This design comes from an exercise in tuning for small area and a short achievable clock period on the open sky130 flow, not from production work. RTL that was checked went through simulation tests only; none was proved equivalent to the original. Power is estimated from default activity; no workload was simulated.

==> inputs of run R <==
Design sigmoid9slices, start of the top module:
module sigmoid9slices (
    input wire clk,
    input wire rst_n,
    input wire signed [15:0] x0_in,
    input wire signed [15:0] x1_in,
    input wire valid_in,
    output reg signed [15:0] y0_out,
    output reg signed [15:0] y1_out,
    output reg valid_out
);
export LEC_CHECK = 0
export CAP_MARGIN = 20
export CORE_MARGIN = 2
export CORE_UTILIZATION = 70
export SETUP_SLACK_MARGIN = 5
export SLEW_MARGIN = 20
create_clock -name core_clock -period 8.0 [get_ports {clk}]
standard.sh (not shown) runs the stock make flow with config.mk's settings and CLKGATE_MAP_FILE= SYNTH_SCRIPT=/design/flow/synth_recipe.tcl, a recipe that flattens the netlist after the stock synthesis.
==> flow/flow/run.sh <==
#!/bin/bash
# Standard layout, with plain buffers (instead of delay cells) on the ports.
set -e
export BUFFER_PORTS_ARGS="-buffer_cell sky130_fd_sc_hd__buf_2"
bash standard.sh > standard.log 2>&1
==> inputs of run C, as changes to run R <==
==> flow/run.sh (new file) <==
#!/bin/bash
# synth_recipe.tcl (not shown) runs the flow's synth.tcl, then flattens the netlist and writes it again
# the make line also repeats each setting of config.mk as NAME=value (left out here)
make -C /OpenROAD-flow-scripts/flow DESIGN_CONFIG=/design/flow/config.mk WORK_HOME=/design/flow/orfs CLKGATE_MAP_FILE= SYNTH_SCRIPT=/design/flow/synth_recipe.tcl finish
removed: flow/flow/run.sh
removed: flow/standard.sh
==> inputs of run M, as changes to run R <==
--- a/flow/design.v
+++ b/flow/design.v
@@ -9,32 +9,35 @@
     output reg signed [15:0] y1_out,
     output reg valid_out
 );
     reg v1, v2;
     always @(posedge clk or negedge rst_n)
         if (!rst_n) begin v1 <= 1'b0; v2 <= 1'b0; valid_out <= 1'b0; end
         else begin v1 <= valid_in; v2 <= v1; valid_out <= v2; end
-    function [4:0] dec(input [15:0] x);
+    function [5:0] dec(input [15:0] x);
         reg [14:0] u;
         reg g1, g2, g3, g4, g5;
         begin
-            u = x[14:0] ^ {15{x[15]}};
-            g1 = u >= 1365; g2 = u >= 4096; g3 = u >= 6827; g4 = u >= 9557; g5 = u >= 12288;
-            dec = {~g1, g1 & ~g2, g2 & ~g3, g3 & ~g4, g4 & ~g5};
+            g1 = x[15] ? (x[14:0] <= 15'd31402) : (x[14:0] >= 15'd1365);
+            g2 = x[15] ? (x[14:0] <= 15'd28671) : (x[14:0] >= 15'd4096);
+            g3 = x[15] ? (x[14:0] <= 15'd25940) : (x[14:0] >= 15'd6827);
+            g4 = x[15] ? (x[14:0] <= 15'd23210) : (x[14:0] >= 15'd9557);
+            g5 = x[15] ? (x[14:0] <= 15'd20479) : (x[14:0] >= 15'd12288);
+            dec = {g5, ~g1, g1 & ~g2, g2 & ~g3, g3 & ~g4, g4 & ~g5};
         end
     endfunction
     reg [12:0] a0, a1;   
-    reg [4:0] c0, c1;
+    reg [5:0] c0, c1;
     always @(posedge clk) begin
         a0 <= {x0_in[15], x0_in[11:0]}; a1 <= {x1_in[15], x1_in[11:0]};
         c0 <= dec(x0_in); c1 <= dec(x1_in);
     end
     wire [10:0] xr0 = a0[10:0];
     wire [10:0] xn0 = ~a0[10:0];
-    wire sat0 = ~|c0[4:0];
+    wire sat0 = c0[5];
     wire r0_0_0 = (c0[0] & xr0[0]) | (c0[1] & xn0[0]);
     wire r0_0_1 = c0[1];
     wire r0_1_0 = (c0[0] & xr0[0]) | (c0[1] & xn0[1]) | (c0[2] & xr0[0]) | (c0[3] & xr0[0]) | (c0[4] & xn0[0]);
     wire r0_1_1 = (c0[0] & xr0[1]) | c0[4];
     wire r0_2_0 = (c0[0] & xr0[1]) | (c0[1] & xn0[2]) | (c0[2] & xr0[1]) | (c0[3] & xr0[1]) | (c0[4] & xn0[1]);
     wire r0_2_1 = (c0[0] & xr0[2]);
     wire r0_3_0 = (c0[0] & xr0[0]) | (c0[1] & xr0[0]) | (c0[2] & xr0[2]) | (c0[3] & xr0[2]) | (c0[4] & xn0[2]);
@@ -236,15 +239,15 @@
     assign ys0[7] = ys0_p7 ^ ys0_G49;
     assign ys0[8] = ys0_p8 ^ ys0_G44;
     assign ys0[9] = ys0_p9 ^ ys0_G50;
     assign ys0[10] = ys0_p10 ^ ys0_G46;
     always @(posedge clk) y0_out <= {5'b0, ys0};
     wire [10:0] xr1 = a1[10:0];
     wire [10:0] xn1 = ~a1[10:0];
-    wire sat1 = ~|c1[4:0];
+    wire sat1 = c1[5];
     wire r1_0_0 = (c1[0] & xr1[0]) | (c1[1] & xn1[0]);
     wire r1_0_1 = c1[1];
     wire r1_1_0 = (c1[0] & xr1[0]) | (c1[1] & xn1[1]) | (c1[2] & xr1[0]) | (c1[3] & xr1[0]) | (c1[4] & xn1[0]);
     wire r1_1_1 = (c1[0] & xr1[1]) | c1[4];
     wire r1_2_0 = (c1[0] & xr1[1]) | (c1[1] & xn1[2]) | (c1[2] & xr1[1]) | (c1[3] & xr1[1]) | (c1[4] & xn1[1]);
     wire r1_2_1 = (c1[0] & xr1[2]);
     wire r1_3_0 = (c1[0] & xr1[0]) | (c1[1] & xr1[0]) | (c1[2] & xr1[2]) | (c1[3] & xr1[2]) | (c1[4] & xn1[2]);
==> flow/run.sh (new file) <==
#!/bin/bash
# synth_recipe.tcl (not shown) runs the flow's synth.tcl, then flattens the netlist and writes it again
# the make line also repeats each setting of config.mk as NAME=value (left out here)
make -C /OpenROAD-flow-scripts/flow DESIGN_CONFIG=/design/flow/config.mk WORK_HOME=/design/flow/orfs CLKGATE_MAP_FILE= SYNTH_SCRIPT=/design/flow/synth_recipe.tcl finish
removed: flow/flow/run.sh
removed: flow/standard.sh
==> inputs of run D, as changes to run R <==
--- a/flow/design.v
+++ b/flow/design.v
@@ -13,16 +13,19 @@
     always @(posedge clk or negedge rst_n)
         if (!rst_n) begin v1 <= 1'b0; v2 <= 1'b0; valid_out <= 1'b0; end
         else begin v1 <= valid_in; v2 <= v1; valid_out <= v2; end
     function [4:0] dec(input [15:0] x);
         reg [14:0] u;
         reg g1, g2, g3, g4, g5;
         begin
-            u = x[14:0] ^ {15{x[15]}};
-            g1 = u >= 1365; g2 = u >= 4096; g3 = u >= 6827; g4 = u >= 9557; g5 = u >= 12288;
+            g1 = x[15] ? (x[14:0] <= 15'd31402) : (x[14:0] >= 15'd1365);
+            g2 = x[15] ? (x[14:0] <= 15'd28671) : (x[14:0] >= 15'd4096);
+            g3 = x[15] ? (x[14:0] <= 15'd25940) : (x[14:0] >= 15'd6827);
+            g4 = x[15] ? (x[14:0] <= 15'd23210) : (x[14:0] >= 15'd9557);
+            g5 = x[15] ? (x[14:0] <= 15'd20479) : (x[14:0] >= 15'd12288);
             dec = {~g1, g1 & ~g2, g2 & ~g3, g3 & ~g4, g4 & ~g5};
         end
     endfunction
     reg [12:0] a0, a1;   
     reg [4:0] c0, c1;
     always @(posedge clk) begin
         a0 <= {x0_in[15], x0_in[11:0]}; a1 <= {x1_in[15], x1_in[11:0]};
==> flow/run.sh (new file) <==
#!/bin/bash
# synth_recipe.tcl (not shown) runs the flow's synth.tcl, then flattens the netlist and writes it again
# the make line also repeats each setting of config.mk as NAME=value (left out here)
make -C /OpenROAD-flow-scripts/flow DESIGN_CONFIG=/design/flow/config.mk WORK_HOME=/design/flow/orfs CLKGATE_MAP_FILE= SYNTH_SCRIPT=/design/flow/synth_recipe.tcl finish
removed: flow/flow/run.sh
removed: flow/standard.sh
==> comparison table <==
| item | run D | run C | run R | run M |
|---|---|---|---|---|
| Outcome | complete, no violations | complete, no violations | complete, no violations | complete, no violations |
| Synthesized area per cell | 8.82 µm² | 8.70 µm² | 8.70 µm² | 8.72 µm² |
| Clock buffer instance count of the final layout | 9 | 11 | 10 | 10 |
| Overall power after layout | 1.68 mW | 1.72 mW | 1.62 mW | 1.71 mW |
| Global routing met2 resource utilization | 49.1% | 55.1% | 50.2% | 55.3% |
| Mapped cell area | 0.00695 mm² | 0.00727 mm² | 0.00727 mm² | 0.00697 mm² |
| Worst Tran Pin Value | 0.657 ns | 0.719 ns | 0.671 ns | 0.716 ns |
| Fraction of the mapped netlist area in adder cells | 22.7% | 21.1% | 21.1% | 22.2% |
| Most frequent cell on the critical path | - | sky130_fd_sc_hd__fa_1 | sky130_fd_sc_hd__fa_1 | sky130_fd_sc_hd__nand2_1 |
| Pint | 1.08 mW | 1.11 mW | 1.02 mW | 1.11 mW |
| Combined global-route utilization of all metal layers | 30.0% | 32.6% | 30.2% | 31.2% |
| Top cell type's share of synthesized area | 29.4% | 28.1% | 28.1% | 29.9% |
| Number of DRC violations after detailed-routing iteration 0 | 926 | 1,051 | 806 | 987 |
For run M and run D, only the layout was checked, not whether the RTL still works.

==> port drivers added, routing unchanged <==
In the flow no input, the clock included, has a driving cell. The finished layouts below were timed again as built, in two steps.
Step 1, drivers: a clkbuf_16 drives clk and a buf_2 each remaining input, both assumed.
Step 2 adds t to the input delays and takes it off the output delays; t is the mean of the earliest and latest rising clock arrival at the registers after step 1. Input paths then give back, and output paths get back, about the clock's delay inside the block.
Slacks: ideal / step 1 / step 2; pairs: ideal / step 1.
| run | t (ns) | setup slack, ns | hold WS [ns] | worst data-port slew with drivers (ns) |
|---|---|---|---|---|
| run R | 0.414 | 5.090 / 5.090 / 4.881 | 0.361 / 0.361 / 0.361 | 0.03 |
| run C | 0.412 | 4.981 / 4.981 / 4.672 | 0.371 / 0.371 / 0.371 | 0.04 |
| run M | 0.422 | 4.988 / 4.993 / 4.571 | 0.358 / 0.358 / 0.358 | 0.04 |
| run D | 0.416 | 4.976 / 4.988 / 4.571 | 0.360 / 0.360 / 0.360 | 0.04 |
After both steps every run listed still meets setup and hold. The setup slack of run M, which loses most, moves by +0.005 ns with the drivers and by -0.417 ns with both steps.
